Context: an optimization exercise on an open-source flow, tuned for small area, a short achievable clock period and few clock cycles. The choices shown serve that exercise and are no tape-out recipe. In this exercise RTL edits were held to simulation tests only and were not proved equivalent to the original. No activity file was given, so power comes from the tool's default toggle rates.

== job 5958 ==
// MDC
module MDC(
    clk,
    rst_n,
    in_valid,
    in_data,
    in_mode,
    out_valid,
    out_data
);
input clk, rst_n, in_valid;
input [8:0] in_mode;
input [14:0] in_data;
output reg out_valid;
output reg [206:0] out_data;
wire [10:0] dec_data;
wire [4:0] dec_mode;
HAMMING_IP #(11) IN_DECODE (.IN_code(in_data), .OUT_code(dec_data));
HAMMING_IP #(5) MODE_DECODE (.IN_code(in_mode), .OUT_code(dec_mode));
reg [3:0] cnt;         
reg last_r;            
reg fin_r;             
reg m4, m3, m2;        
always @(posedge clk or negedge rst_n) begin
    if (!rst_n) begin
        cnt <= 4'd0;
        last_r <= 1'b0;
        fin_r <= 1'b0;
        out_valid <= 1'b0;
    end else begin
        cnt <= in_valid ? cnt + 4'd1 : 4'd0;
        last_r <= in_valid & (cnt == 4'd15);
        fin_r <= last_r;
        out_valid <= fin_r;
    end
end
always @(posedge clk) begin
    if (in_valid && cnt == 4'd0) begin
        m4 <= dec_mode[4];
        m3 <= ~dec_mode[4] & dec_mode[1];
        m2 <= ~dec_mode[4] & ~dec_mode[1];
    end
end
reg signed [10:0] E0, E1, E2, E3, F0, F1, F2, F3;
reg [21:0] P1a;
reg [21:0] P1b;
reg [21:0] P2a;
reg [24:0] P2b;
reg [21:0] P3a;
reg [21:0] P3b;
reg [33:0] Q1;
reg [33:0] Q2;
reg [33:0] Q3;
reg [33:0] Q4;
function [17:0] booth;
    input [10:0] v;
    input sub;
    reg [12:0] e;
    integer j;
    reg o, t;
    begin
        e = {v[10], v, 1'b0};
        for (j = 0; j < 6; j = j + 1) begin
            o = e[2*j+1] ^ e[2*j];
            t = (e[2*j+2] & ~e[2*j+1] & ~e[2*j]) | (~e[2*j+2] & e[2*j+1] & e[2*j]);
            booth[j] = o;
            booth[6+j] = t;
            booth[12+j] = (e[2*j+2] ^ sub) & (o | t);
        end
    end
endfunction
wire [10:0] Xin1;
wire [21:0] Yin1;
wire sub1;
reg [17:0] BX1;
reg [21:0] Y1;
wire [33:0] A1, S1;
assign Xin1 = ({11{((last_r & (m4)))}} & 11'd1)
    | ({11{((in_valid & (((cnt == 4'd4) & (m2 | m4)) | ((cnt == 4'd5) & (m2 | m4)) | ((cnt == 4'd6) & (m2 | m4)) | ((cnt == 4'd7) & (m2 | m4)) | ((cnt == 4'd8) & (m3)) | ((cnt == 4'd9) & (m3 | m4)) | ((cnt == 4'd10) & (m3 | m4)) | ((cnt == 4'd11) & (m3 | m4)) | (cnt == 4'd12) | (cnt == 4'd13) | ((cnt == 4'd14) & (m3 | m4)) | ((cnt == 4'd15) & (m4)))))}} & dec_data);
  ...
Settings: LEC_CHECK=0, CAP_MARGIN=10, CORE_MARGIN=2, CORE_UTILIZATION=40, SETUP_SLACK_MARGIN=5, SLEW_MARGIN=10; clock period 13.5 ns.
standard.sh (not shown) runs the stock make flow with config.mk's settings and CLKGATE_MAP_FILE= SYNTH_SCRIPT=/design/flow/synth_recipe.tcl, a recipe that flattens the netlist after the stock synthesis.
==> flow/flow/run.sh <==
#!/bin/bash
# The standard layout (standard.sh) with the standard synthesis unchanged.  Two changes to how
# the layout is made, none to the constraints (the standard flow's SDC: clock period, I/O delays, loads):
#  - the resizer's timing repair aims at a larger setup margin (flow/margin.txt, in ns);
#  - the port buffers that the standard flow inserts use buf_2 cells.
# Each tool's output goes to its own log here (synth.log, layout.log) and under orfs/logs.
set -euo pipefail
MARGIN=$(cat flow/margin.txt)
bash standard.sh synth > synth.log 2>&1
sed 's/"\${@:-finish}"/SETUP_SLACK_MARGIN='"$MARGIN"' "BUFFER_PORTS_ARGS=-buffer_cell sky130_fd_sc_hd__buf_2" "${@:-finish}"/' standard.sh > standard_margin.sh
grep -q "SETUP_SLACK_MARGIN=$MARGIN" standard_margin.sh
bash standard_margin.sh finish > layout.log 2>&1
==> flow/flow/margin.txt <==
8
Testbench counts of job 5958, summed over its fixed seeds: cycles 8,648.
#### Input delta (job 1038 over job 5958)
# job 5958
export LEC_CHECK = 0
export CAP_MARGIN = 10
export CORE_MARGIN = 2
export CORE_UTILIZATION = 40
export SETUP_SLACK_MARGIN = 5
export SLEW_MARGIN = 10
create_clock -name core_clock -period 13.5 [get_ports {clk}]
# job 1038
export LEC_CHECK = 0
export CAP_MARGIN = 20
export CORE_MARGIN = 2
export CORE_UTILIZATION = 40
export SETUP_SLACK_MARGIN = 5
export SLEW_MARGIN = 20
create_clock -name core_clock -period 13.5 [get_ports {clk}]
==> flow/flow/margin.txt <==
7.5
### Flow results
Compared with job 5958, job 1038 shows a higher first-pass iteration count of the detailed router. Sort job 5958 and job 1038 by overall power desc -> top: job 5958. Compared job 5958 against job 1038; total number of multi-input combinational cells within noise. Across both runs, final design utilization was lower for job 1038 than for job 5958. Relative to job 5958, job 1038 improves clock group total power.
For job 5694, these inputs were changed with respect to job 1038:
# job 1038
export LEC_CHECK = 0
export CAP_MARGIN = 20
export CORE_MARGIN = 2
export CORE_UTILIZATION = 40
export SETUP_SLACK_MARGIN = 5
export SLEW_MARGIN = 20
create_clock -name core_clock -period 13.5 [get_ports {clk}]
# job 5694
export LEC_CHECK = 0
export CAP_MARGIN = 20
export CORE_MARGIN = 2
export CORE_UTILIZATION = 40
export CTS_BUF_LIST = sky130_fd_sc_hd__clkbuf_8
export SETUP_SLACK_MARGIN = 5
export SLEW_MARGIN = 20
create_clock -name core_clock -period 13.5 [get_ports {clk}]
==> flow/flow/margin.txt <==
8
==> results.txt <==
Compared with job 1038, via count in job 5694 increased by a few percent.
Worst slew slack as a fraction of its limit on job 5694 is ahead of job 1038.
The relative area of clock buffers and inverters in the final design of job 5694 and that of job 1038 are within noise of each other.
| met1 track demand over resource | job 5694 vs job 1038 | 5.7 points higher |
On average via count per standard cell, the lower figure sits with job 5694, not job 1038.
Per the comparison of job 5694 with job 1038, register clock-pin slew on the reported worst setup and hold paths stayed essentially flat; sequential cell area shows an increase of 0.36%.
The setup slack of the critical path after layout in job 5694 sits 0.33 ns above the value recorded for job 1038.
Relative to job 5694, the following input files were edited for job 4675:
# job 5694
export LEC_CHECK = 0
export CAP_MARGIN = 20
export CORE_MARGIN = 2
export CORE_UTILIZATION = 40
export CTS_BUF_LIST = sky130_fd_sc_hd__clkbuf_8
export SETUP_SLACK_MARGIN = 5
export SLEW_MARGIN = 20
create_clock -name core_clock -period 13.5 [get_ports {clk}]
# job 4675
export LEC_CHECK = 0
export CAP_MARGIN = 20
export CORE_MARGIN = 2
export CORE_UTILIZATION = 40
export SETUP_SLACK_MARGIN = 5
export SLEW_MARGIN = 20
create_clock -name core_clock -period 13.5 [get_ports {clk}]
--- outcome ---
- Job 5694 has a lower mean number of vias per cell than job 4675.
- In the metrics for job 4675 and job 5694, the one carrying the higher global-route track usage on met1 is job 4675.
- Per the comparison of job 4675 with job 5694, post-detailed-route wirelength per cell went up 0.60%; final cycle utilization of the critical path went down 0.39 points.

* * *

MDC, a different RTL version from the one above (not shown whole).
Size in the first run: ~5200 cells after synthesis, roughly 240 I/O pins, roughly 49000 um2 of cells after synthesis.
export LEC_CHECK = 0
export CAP_MARGIN = 20
export CORE_MARGIN = 2
export CORE_UTILIZATION = 40
export SETUP_SLACK_MARGIN = 5
export SLEW_MARGIN = 20
create_clock -name core_clock -period 13.5 [get_ports {clk}]
==> flow/flow/run.sh <==
#!/bin/bash
set -euo pipefail
MARGIN=$(cat flow/margin.txt)
bash standard.sh synth > synth.log 2>&1
sed 's/"\${@:-finish}"/SETUP_SLACK_MARGIN='"$MARGIN"' "${@:-finish}"/' standard.sh > standard_margin.sh
grep -q "SETUP_SLACK_MARGIN=$MARGIN" standard_margin.sh
bash standard_margin.sh finish > layout.log 2>&1
==> flow/flow/margin.txt <==
7.5
The baseline finished clean.
Testbench counts at the start, summed over its fixed seeds: cycles 8,168.
Then changed:
==> flow/run.sh (new file) <==
#!/bin/bash
# synth_recipe.tcl (not shown) runs the flow's synth.tcl, then flattens the netlist and writes it again
# the make line also repeats each setting of config.mk as NAME=value (left out here)
make -C /OpenROAD-flow-scripts/flow DESIGN_CONFIG=/design/flow/config.mk WORK_HOME=/design/flow/orfs CLKGATE_MAP_FILE= SYNTH_SCRIPT=/design/flow/synth_recipe.tcl finish
removed: flow/flow/run.sh
removed: flow/flow/margin.txt
removed: flow/standard.sh
After rerunning:
- worst hold slack is better by 3.3 ps
- non-clock buffer count decreases by 175
- combinational power shrinks by about 10%
- setup slack gets worse by 1400 ps
- cell area went down by 6.3%
- sequential power hardly moves
- utilization fell by 3.1 points
- routed wire length went down by 6.6%
- power went down by 11%
- clock power went down by about 3%

* * *

## juniper
MDC, a different RTL version from the one above (not shown whole).
For scale: about 47,000 um2 of cells after synthesis.
Settings: LEC_CHECK=0, CAP_MARGIN=20, CORE_MARGIN=2, CORE_UTILIZATION=40, SETUP_SLACK_MARGIN=5, SLEW_MARGIN=20; clock period 13.5 ns.
==> flow/flow/run.sh <==
#!/bin/bash
# The standard layout (standard.sh) with the standard synthesis unchanged.  Two changes to how
# the layout is made, none to the constraints (the standard flow's SDC: clock period, I/O delays, loads):
#  - the resizer's timing repair aims at a larger setup margin (flow/margin.txt, in ns);
#  - the port buffers that the standard flow inserts use buf_2 cells.
# Each tool's output goes to its own log here (synth.log, layout.log) and under orfs/logs.
set -euo pipefail
MARGIN=$(cat flow/margin.txt)
bash standard.sh synth > synth.log 2>&1
sed 's/"\${@:-finish}"/SETUP_SLACK_MARGIN='"$MARGIN"' "BUFFER_PORTS_ARGS=-buffer_cell sky130_fd_sc_hd__buf_2" "${@:-finish}"/' standard.sh > standard_margin.sh
grep -q "SETUP_SLACK_MARGIN=$MARGIN" standard_margin.sh
bash standard_margin.sh finish > layout.log 2>&1
==> flow/flow/margin.txt <==
8
Testbench counts of juniper, summed over its fixed seeds: cycles 8,648.
## Diff of input files: yarrow against juniper
==> flow/flow/margin.txt <==
7.5
Findings:
- Number of buffers added by the clock tree synthesis step ends up higher on yarrow.
- Across both runs, number of detailed-route iterations in the first pass was lower for yarrow than for juniper.
- Against juniper, wire length in yarrow came out better.
- Cell depth of the worst flop-to-flop path ended up 2 higher on yarrow than on juniper.
- The more densely filled core belongs to juniper, not yarrow.
- yarrow vs juniper — clock network power climbed by a few percent
- Between yarrow and juniper, the count of flip-flops with a built-in enable after synthesis figures differ only marginally.
- Total vias in the final route ends up lower on yarrow.
- Re ratio of cells with drive above 1 in the final layout: yarrow and juniper aren't equal, and the higher value belongs to juniper.
- Looking at antenna diode instance count across yarrow and juniper, the one that comes out lower is juniper.
- [yarrow] worst setup slack fell 0.37 ns relative to juniper
[inputs] harbor vs yarrow
==> flow/flow/run.sh <==
#!/bin/bash
# The standard layout (standard.sh) with the standard synthesis unchanged.  Two changes to how
# the layout is made, none to the constraints (the standard flow's SDC: clock period, I/O delays, loads):
#  - the resizer's timing repair aims at a larger setup margin (flow/margin.txt, in ns);
#  - the port buffers that the standard flow inserts use buf_4 cells.
# Each tool's output goes to its own log here (synth.log, layout.log) and under orfs/logs.
set -euo pipefail
MARGIN=$(cat flow/margin.txt)
bash standard.sh synth > synth.log 2>&1
sed 's/"\${@:-finish}"/SETUP_SLACK_MARGIN='"$MARGIN"' "BUFFER_PORTS_ARGS=-buffer_cell sky130_fd_sc_hd__buf_4" "${@:-finish}"/' standard.sh > standard_margin.sh
grep -q "SETUP_SLACK_MARGIN=$MARGIN" standard_margin.sh
bash standard_margin.sh finish > layout.log 2>&1
[summary]
harbor: all stages complete, timing, DRC and antenna checks passed. Going from yarrow to harbor, clock network fraction of total power shrinks by 1.2 points. Density: harbor denser than yarrow. Per the comparison of harbor with yarrow, count of filler cells inserted in the layout held, pin slew with the least headroom to its limit went up 0.093 ns, worst setup slack after layout went up 0.033 ns, register-to-register slack went down 0.06 ns. Between yarrow and harbor, met3 usage decreased. yarrow -> harbor: total power of the final layout flat. Number of buffers other than clock buffers in the final layout, yarrow and harbor: larger value in harbor.

-- static timing again, ports no longer ideal --
In the flow no input, the clock included, has a driving cell. The finished layouts below were timed again as built, in two steps. Step 1 sets driving cells, clkbuf_16 on the clock port and buf_2 on the other inputs (assumed; they add their load-dependent delay and slew). Step 2 adds t to the input delays and takes it off the output delays; t is the mean of the earliest and latest rising clock arrival at the registers after step 1. Input paths then give back, and output paths get back, about the clock's delay inside the block. Three values: no drivers, after step 1, after step 2; two values: the first two.
run	shift t [ns]	slack for setup (ns)	hold slack, ns	worst setup path at the end	worst register clock-pin slew, ns
job 5958	0.748	7.760 / 7.760 / 7.240	0.354 / 0.354 / 0.354	input to register	0.07 / 0.07
job 1038	0.738	7.381 / 7.381 / 6.699	0.347 / 0.347 / 0.347	input to register	0.08 / 0.08
job 5694	0.842	7.714 / 7.714 / 7.102	0.356 / 0.356 / 0.356	input to register	0.08 / 0.08
job 4675	0.732	7.767 / 7.767 / 7.365	0.353 / 0.353 / 0.353	input to register	0.07 / 0.07
the first run of note 2	0.763	6.697 / 6.620 / 7.004	0.349 / 0.349 / 0.349	input to register	0.07 / 0.07
the second run of note 2	0.774	5.311 / 5.237 / 5.970	0.352 / 0.352 / 0.352	register to register	0.07 / 0.07
juniper	0.778	7.698 / 7.698 / 7.287	0.346 / 0.346 / 0.346	input to register	0.07 / 0.07
yarrow	0.778	7.329 / 7.382 / 6.608	0.350 / 0.350 / 0.350	input to register	0.08 / 0.08
harbor	0.768	7.362 / 7.290 / 7.140	0.355 / 0.355 / 0.355	input to register	0.07 / 0.07
After both steps every run listed still meets setup and hold. The setup slack of yarrow, which loses most, moves by +0.053 ns with the drivers and by -0.721 ns with both steps.
